Source: an optimization exercise on an open RTL-to-GDS flow (aim: small area and a short achievable clock period). Production flows keep margins and buffers that such runs may drop.
Only simulation tests tie the RTL to the original design; equivalence was not proved.

==> v32: inputs <==
==> flow/design.v <==
module mac(
  input clk,
  input rst,
  input signed [7:0] in_a,
  input signed [7:0] in_b,
  output logic signed [15:0] out);
  logic rst_q;
  logic [15:0] reg_c;
  logic [15:0] row0_d, row0;
  logic [15:0] row1_d, row1;
  wire pp0_0, pp0_1, pp0_2, pp0_3, pp0_4, pp0_5, pp0_6, pp0_7, pp1_0, pp1_1,
       pp1_2, pp1_3, pp1_4, pp1_5, pp1_6, pp1_7, pp2_0, pp2_1, pp2_2, pp2_3,
       pp2_4, pp2_5, pp2_6, pp2_7, pp3_0, pp3_1, pp3_2, pp3_3, pp3_4, pp3_5,
       pp3_6, pp3_7, pp4_0, pp4_1, pp4_2, pp4_3, pp4_4, pp4_5, pp4_6, pp4_7,
       pp5_0, pp5_1, pp5_2, pp5_3, pp5_4, pp5_5, pp5_6, pp5_7, pp6_0, pp6_1,
       pp6_2, pp6_3, pp6_4, pp6_5, pp6_6, pp6_7, pp7_0, pp7_1, pp7_2, pp7_3,
       pp7_4, pp7_5, pp7_6, pp7_7, s1, c2, s3, c4, s5, c6,
       s7, c8, s9, c10, s11, c12, s13, c14, s15, c16,
       s17, c18, s19, c20, s21, c22, s23, c24, s25, c26,
       s27, c28, s29, c30, s31, c32, s33, c34, s35, c36,
       s37, c38, s39, c40, s41, c42, s43, c44, s45, c46,
       s47, c48, s49, c50, s51, c52, s53, c54, s55, c56,
       s57, c58, s59, c60, s61, c62, s63, c64, s65, c66,
       s67, c68, s69, c70, s71, c72, s73, c74, s75, c76,
       s77, c78, s79, c80, s81, c82, s83, c84;
  assign pp0_0 = in_a[0] & in_b[0];
  assign pp0_1 = in_a[0] & in_b[1];
  assign pp0_2 = in_a[0] & in_b[2];
  assign pp0_3 = in_a[0] & in_b[3];
  assign pp0_4 = in_a[0] & in_b[4];
  assign pp0_5 = in_a[0] & in_b[5];
  assign pp0_6 = in_a[0] & in_b[6];
  assign pp0_7 = in_a[0] & in_b[7];
  assign pp1_0 = in_a[1] & in_b[0];
  assign pp1_1 = in_a[1] & in_b[1];
  assign pp1_2 = in_a[1] & in_b[2];
  assign pp1_3 = in_a[1] & in_b[3];
  assign pp1_4 = in_a[1] & in_b[4];
  assign pp1_5 = in_a[1] & in_b[5];
  assign pp1_6 = in_a[1] & in_b[6];
  assign pp1_7 = in_a[1] & in_b[7];
  assign pp2_0 = in_a[2] & in_b[0];
  assign pp2_1 = in_a[2] & in_b[1];
  assign pp2_2 = in_a[2] & in_b[2];
  assign pp2_3 = in_a[2] & in_b[3];
  assign pp2_4 = in_a[2] & in_b[4];
  assign pp2_5 = in_a[2] & in_b[5];
  assign pp2_6 = in_a[2] & in_b[6];
  assign pp2_7 = in_a[2] & in_b[7];
  assign pp3_0 = in_a[3] & in_b[0];
  assign pp3_1 = in_a[3] & in_b[1];
  assign pp3_2 = in_a[3] & in_b[2];
  assign pp3_3 = in_a[3] & in_b[3];
  assign pp3_4 = in_a[3] & in_b[4];
  assign pp3_5 = in_a[3] & in_b[5];
  assign pp3_6 = in_a[3] & in_b[6];
  assign pp3_7 = in_a[3] & in_b[7];
  assign pp4_0 = in_a[4] & in_b[0];
  assign pp4_1 = in_a[4] & in_b[1];
  assign pp4_2 = in_a[4] & in_b[2];
  assign pp4_3 = in_a[4] & in_b[3];
  assign pp4_4 = in_a[4] & in_b[4];
  assign pp4_5 = in_a[4] & in_b[5];
  assign pp4_6 = in_a[4] & in_b[6];
  assign pp4_7 = in_a[4] & in_b[7];
  assign pp5_0 = in_a[5] & in_b[0];
  assign pp5_1 = in_a[5] & in_b[1];
  assign pp5_2 = in_a[5] & in_b[2];
  assign pp5_3 = in_a[5] & in_b[3];
  assign pp5_4 = in_a[5] & in_b[4];
  assign pp5_5 = in_a[5] & in_b[5];
  assign pp5_6 = in_a[5] & in_b[6];
  assign pp5_7 = in_a[5] & in_b[7];
  assign pp6_0 = in_a[6] & in_b[0];
  assign pp6_1 = in_a[6] & in_b[1];
  assign pp6_2 = in_a[6] & in_b[2];
  assign pp6_3 = in_a[6] & in_b[3];
  assign pp6_4 = in_a[6] & in_b[4];
  assign pp6_5 = in_a[6] & in_b[5];
  assign pp6_6 = in_a[6] & in_b[6];
  assign pp6_7 = in_a[6] & in_b[7];
  assign pp7_0 = in_a[7] & in_b[0];
  assign pp7_1 = in_a[7] & in_b[1];
  assign pp7_2 = in_a[7] & in_b[2];
  assign pp7_3 = in_a[7] & in_b[3];
  assign pp7_4 = in_a[7] & in_b[4];
  assign pp7_5 = in_a[7] & in_b[5];
  assign pp7_6 = in_a[7] & in_b[6];
  assign pp7_7 = in_a[7] & in_b[7];
  assign s1 = pp0_6 ^ pp1_5;
  assign c2 = pp0_6 & pp1_5;
  assign s3 = pp0_7 ^ pp1_6 ^ pp2_5;
  assign c4 = (pp0_7 & pp1_6) | (pp0_7 & pp2_5) | (pp1_6 & pp2_5);
  assign s5 = pp3_4 ^ pp4_3;
  assign c6 = pp3_4 & pp4_3;
  assign s7 = pp1_7 ^ pp2_6 ^ pp3_5;
  assign c8 = (pp1_7 & pp2_6) | (pp1_7 & pp3_5) | (pp2_6 & pp3_5);
  assign s9 = pp4_4 ^ pp5_3;
  assign c10 = pp4_4 & pp5_3;
  assign s11 = pp2_7 ^ pp3_6 ^ pp4_5;
  assign c12 = (pp2_7 & pp3_6) | (pp2_7 & pp4_5) | (pp3_6 & pp4_5);
  assign s13 = pp0_4 ^ pp1_3;
  assign c14 = pp0_4 & pp1_3;
  assign s15 = pp0_5 ^ pp1_4 ^ pp2_3;
  assign c16 = (pp0_5 & pp1_4) | (pp0_5 & pp2_3) | (pp1_4 & pp2_3);
  assign s17 = pp3_2 ^ pp4_1;
  assign c18 = pp3_2 & pp4_1;
  assign s19 = pp2_4 ^ pp3_3 ^ pp4_2;
  assign c20 = (pp2_4 & pp3_3) | (pp2_4 & pp4_2) | (pp3_3 & pp4_2);
  assign s21 = pp5_1 ^ pp6_0 ^ s1;
  assign c22 = (pp5_1 & pp6_0) | (pp5_1 & s1) | (pp6_0 & s1);
  assign s23 = pp5_2 ^ pp6_1 ^ pp7_0;
  assign c24 = (pp5_2 & pp6_1) | (pp5_2 & pp7_0) | (pp6_1 & pp7_0);
  assign s25 = c2 ^ s3 ^ s5;
  assign c26 = (c2 & s3) | (c2 & s5) | (s3 & s5);
  assign s27 = pp6_2 ^ pp7_1 ^ c4;
  assign c28 = (pp6_2 & pp7_1) | (pp6_2 & c4) | (pp7_1 & c4);
  assign s29 = c6 ^ s7 ^ s9;
  assign c30 = (c6 & s7) | (c6 & s9) | (s7 & s9);
  assign s31 = pp5_4 ^ pp6_3 ^ pp7_2;
  assign c32 = (pp5_4 & pp6_3) | (pp5_4 & pp7_2) | (pp6_3 & pp7_2);
  assign s33 = c8 ^ c10 ^ s11;
  assign c34 = (c8 & c10) | (c8 & s11) | (c10 & s11);
  assign s35 = pp3_7 ^ pp4_6 ^ pp5_5;
  assign c36 = (pp3_7 & pp4_6) | (pp3_7 & pp5_5) | (pp4_6 & pp5_5);
  assign s37 = pp6_4 ^ pp7_3 ^ c12;
  assign c38 = (pp6_4 & pp7_3) | (pp6_4 & c12) | (pp7_3 & c12);
  assign s39 = pp4_7 ^ pp5_6 ^ pp6_5;
  assign c40 = (pp4_7 & pp5_6) | (pp4_7 & pp6_5) | (pp5_6 & pp6_5);
  assign s41 = pp0_3 ^ pp1_2;
  assign c42 = pp0_3 & pp1_2;
  assign s43 = pp2_2 ^ pp3_1 ^ pp4_0;
  assign c44 = (pp2_2 & pp3_1) | (pp2_2 & pp4_0) | (pp3_1 & pp4_0);
  assign s45 = pp5_0 ^ c14 ^ s15;
  assign c46 = (pp5_0 & c14) | (pp5_0 & s15) | (c14 & s15);
  assign s47 = c16 ^ c18 ^ s19;
  assign c48 = (c16 & c18) | (c16 & s19) | (c18 & s19);
  assign s49 = c20 ^ c22 ^ s23;
  assign c50 = (c20 & c22) | (c20 & s23) | (c22 & s23);
  assign s51 = c24 ^ c26 ^ s27;
  assign c52 = (c24 & c26) | (c24 & s27) | (c26 & s27);
  assign s53 = c28 ^ c30 ^ s31;
  assign c54 = (c28 & c30) | (c28 & s31) | (c30 & s31);
  assign s55 = c32 ^ c34 ^ s35;
  assign c56 = (c32 & c34) | (c32 & s35) | (c34 & s35);
  assign s57 = pp7_4 ^ c36 ^ c38;
  assign c58 = (pp7_4 & c36) | (pp7_4 & c38) | (c36 & c38);
  assign s59 = pp5_7 ^ pp6_6 ^ pp7_5;
  assign c60 = (pp5_7 & pp6_6) | (pp5_7 & pp7_5) | (pp6_6 & pp7_5);
  assign s61 = pp0_2 ^ pp1_1;
  assign c62 = pp0_2 & pp1_1;
  assign s63 = pp2_1 ^ pp3_0 ^ s41;
  assign c64 = (pp2_1 & pp3_0) | (pp2_1 & s41) | (pp3_0 & s41);
  assign s65 = s13 ^ c42 ^ s43;
  assign c66 = (s13 & c42) | (s13 & s43) | (c42 & s43);
  assign s67 = s17 ^ c44 ^ s45;
  assign c68 = (s17 & c44) | (s17 & s45) | (c44 & s45);
  assign s69 = s21 ^ c46 ^ s47;
  assign c70 = (s21 & c46) | (s21 & s47) | (c46 & s47);
  assign s71 = s25 ^ c48 ^ s49;
  assign c72 = (s25 & c48) | (s25 & s49) | (c48 & s49);
  assign s73 = s29 ^ c50 ^ s51;
  assign c74 = (s29 & c50) | (s29 & s51) | (c50 & s51);
  assign s75 = s33 ^ c52 ^ s53;
  assign c76 = (s33 & c52) | (s33 & s53) | (c52 & s53);
  assign s77 = s37 ^ c54 ^ s55;
  assign c78 = (s37 & c54) | (s37 & s55) | (c54 & s55);
  assign s79 = s39 ^ c56 ^ s57;
  assign c80 = (s39 & c56) | (s39 & s57) | (c56 & s57);
  assign s81 = c40 ^ c58 ^ s59;
  assign c82 = (c40 & c58) | (c40 & s59) | (c58 & s59);
  assign s83 = pp6_7 ^ pp7_6 ^ c60;
  assign c84 = (pp6_7 & pp7_6) | (pp6_7 & c60) | (pp7_6 & c60);
  assign row0_d = {1'b0, pp7_7, c82, c80, c78, c76, c74, c72, c70, c68, c66, c64, c62, pp2_0, pp0_1, pp0_0};
  assign row1_d = {1'b0, c84, s83, s81, s79, s77, s75, s73, s71, s69, s67, s65, s63, s61, pp1_0, 1'b0};
  always @(posedge clk) begin
    row0 <= row0_d;
    row1 <= row1_d;
    rst_q <= rst;
    if (rst || rst_q)
      reg_c <= 16'h0000;
    else
      reg_c <= reg_c + row0 + row1;
  end
  assign out = reg_c;
endmodule
==> flow/flow/run.sh <==
#!/bin/bash
# Standard layout flow with two changes: Yosys's synth runs with -noabc, so
# the full adders written in the RTL reach extract_fa without the inverters
# abc -fast would add, CTS adds no dummy loads, and the port buffers are plain buf_1 cells (repair
# still upsizes them where timing needs it). Each tool's output is logged.
set -e
bash standard.sh SYNTH_ARGS=-noabc "BUFFER_PORTS_ARGS=-buffer_cell sky130_fd_sc_hd__buf_1" "CTS_ARGS=-sink_clustering_enable -repair_clock_nets -dont_use_dummy_load" finish > standard.log 2>&1
==> flow/standard.sh <==
#!/bin/bash
# synth_recipe.tcl (not shown) runs the flow's synth.tcl, then flattens the netlist and writes it again
# the make line also repeats each setting of config.mk as NAME=value (left out here)
make -C /OpenROAD-flow-scripts/flow DESIGN_CONFIG=/design/flow/config.mk WORK_HOME=/design/flow/orfs CLKGATE_MAP_FILE= SYNTH_SCRIPT=/design/flow/synth_recipe.tcl "${@:-finish}"
==> flow/config.mk <==
export PLATFORM = sky130hd
export DESIGN_NAME = mac
export DESIGN_NICKNAME = mac
export VERILOG_FILES = /design/flow/design.v
export SDC_FILE = /design/flow/constraint.sdc
export NUM_CORES = 4
export LEC_CHECK = 0
export ABC_CLOCK_PERIOD_IN_PS = 10000
export CAP_MARGIN = 20
export CORE_MARGIN = 2
export CORE_UTILIZATION = 40
export SETUP_SLACK_MARGIN = 1.4
export SLEW_MARGIN = 20
==> flow/constraint.sdc <==
create_clock -name core_clock -period 4.2 [get_ports {clk}]
set_input_delay 0.8400 -clock core_clock [delete_from_list [all_inputs] [get_ports {clk}]]
set_output_delay 0.8400 -clock core_clock [all_outputs]
set_load 0.01 [all_outputs]
==> v12 (differences from v32) <==
==> flow/flow/run.sh (replaced) <==
#!/bin/bash
# Standard layout flow with two changes: Yosys's synth runs with -noabc, so
# the full adders written in the RTL reach extract_fa without the inverters
# abc -fast would add, and the port buffers are plain buf_1 cells (repair
# still upsizes them where timing needs it). Each tool's output is logged.
set -e
bash standard.sh SYNTH_ARGS=-noabc "BUFFER_PORTS_ARGS=-buffer_cell sky130_fd_sc_hd__buf_1" finish > standard.log 2>&1
ABC_CLOCK_PERIOD_IN_PS = default   (was 10000)
CORE_UTILIZATION = 60   (was 40)
==> v29 (differences from v32) <==
--- a/flow/flow/run.sh
+++ b/flow/flow/run.sh
@@ -6,2 +6,2 @@
 set -e
-bash standard.sh SYNTH_ARGS=-noabc "BUFFER_PORTS_ARGS=-buffer_cell sky130_fd_sc_hd__buf_1" "CTS_ARGS=-sink_clustering_enable -repair_clock_nets -dont_use_dummy_load" finish > standard.log 2>&1
+bash standard.sh SYNTH_ARGS=-noabc SYNTH_OPERATIONS_ARGS=-nofsm "BUFFER_PORTS_ARGS=-buffer_cell sky130_fd_sc_hd__buf_1" "CTS_ARGS=-sink_clustering_enable -repair_clock_nets -dont_use_dummy_load" finish > standard.log 2>&1
ABC_CLOCK_PERIOD_IN_PS = default   (was 10000)
SETUP_SLACK_MARGIN = 1.5   (was 1.4)
==> summary of the runs <==
In v32 the worst hold slack is better than in v12, by 17 ps.
Of v32 and v29, v29 has the higher setup slack (gap 17 ps).
Core utilization: v32 < v29 < v12.
The highest via count belongs to v32, the lowest to v29.
Sequential share of layout area: v29 is higher than v12 (0.083 points).
Between v29 and v32, the lower synthesized area is in v29 (gap about 4%, measured against v32).
Of v29 and v32, v29 has the higher non-clock buffer count (gap 3).

separate check: timing with driven ports:
The results above use ideal ports. As a check the final layouts listed here were re-extracted and re-timed, cells and wires unchanged.
Step 1 assumes that a clkbuf_16 drives the clock port and a buf_2 every other input.
Step 2 times the ports against the registers' clock, not the clock port: input delays grow and output delays shrink by t, the midpoint of the rising clock arrivals with the driver on.
Three values: no drivers, after step 1, after step 2; two values: the first two.
run	shift t [ns]	slack for setup (ns)	hold slack, ns	worst setup path after step 2	worst data-port slew with drivers (ns)
v32	0.318	1.433 / 1.442 / 1.124	0.568 / 0.568 / 0.568	input to register	0.03
v12	0.320	1.430 / 1.436 / 1.116	0.551 / 0.551 / 0.551	input to register	0.03
v29	0.314	1.449 / 1.437 / 1.123	0.551 / 0.551 / 0.551	input to register	0.05
After both steps every run listed still meets setup and hold. The setup slack of v29, which loses most, moves by -0.012 ns with the drivers and by -0.326 ns with both steps.
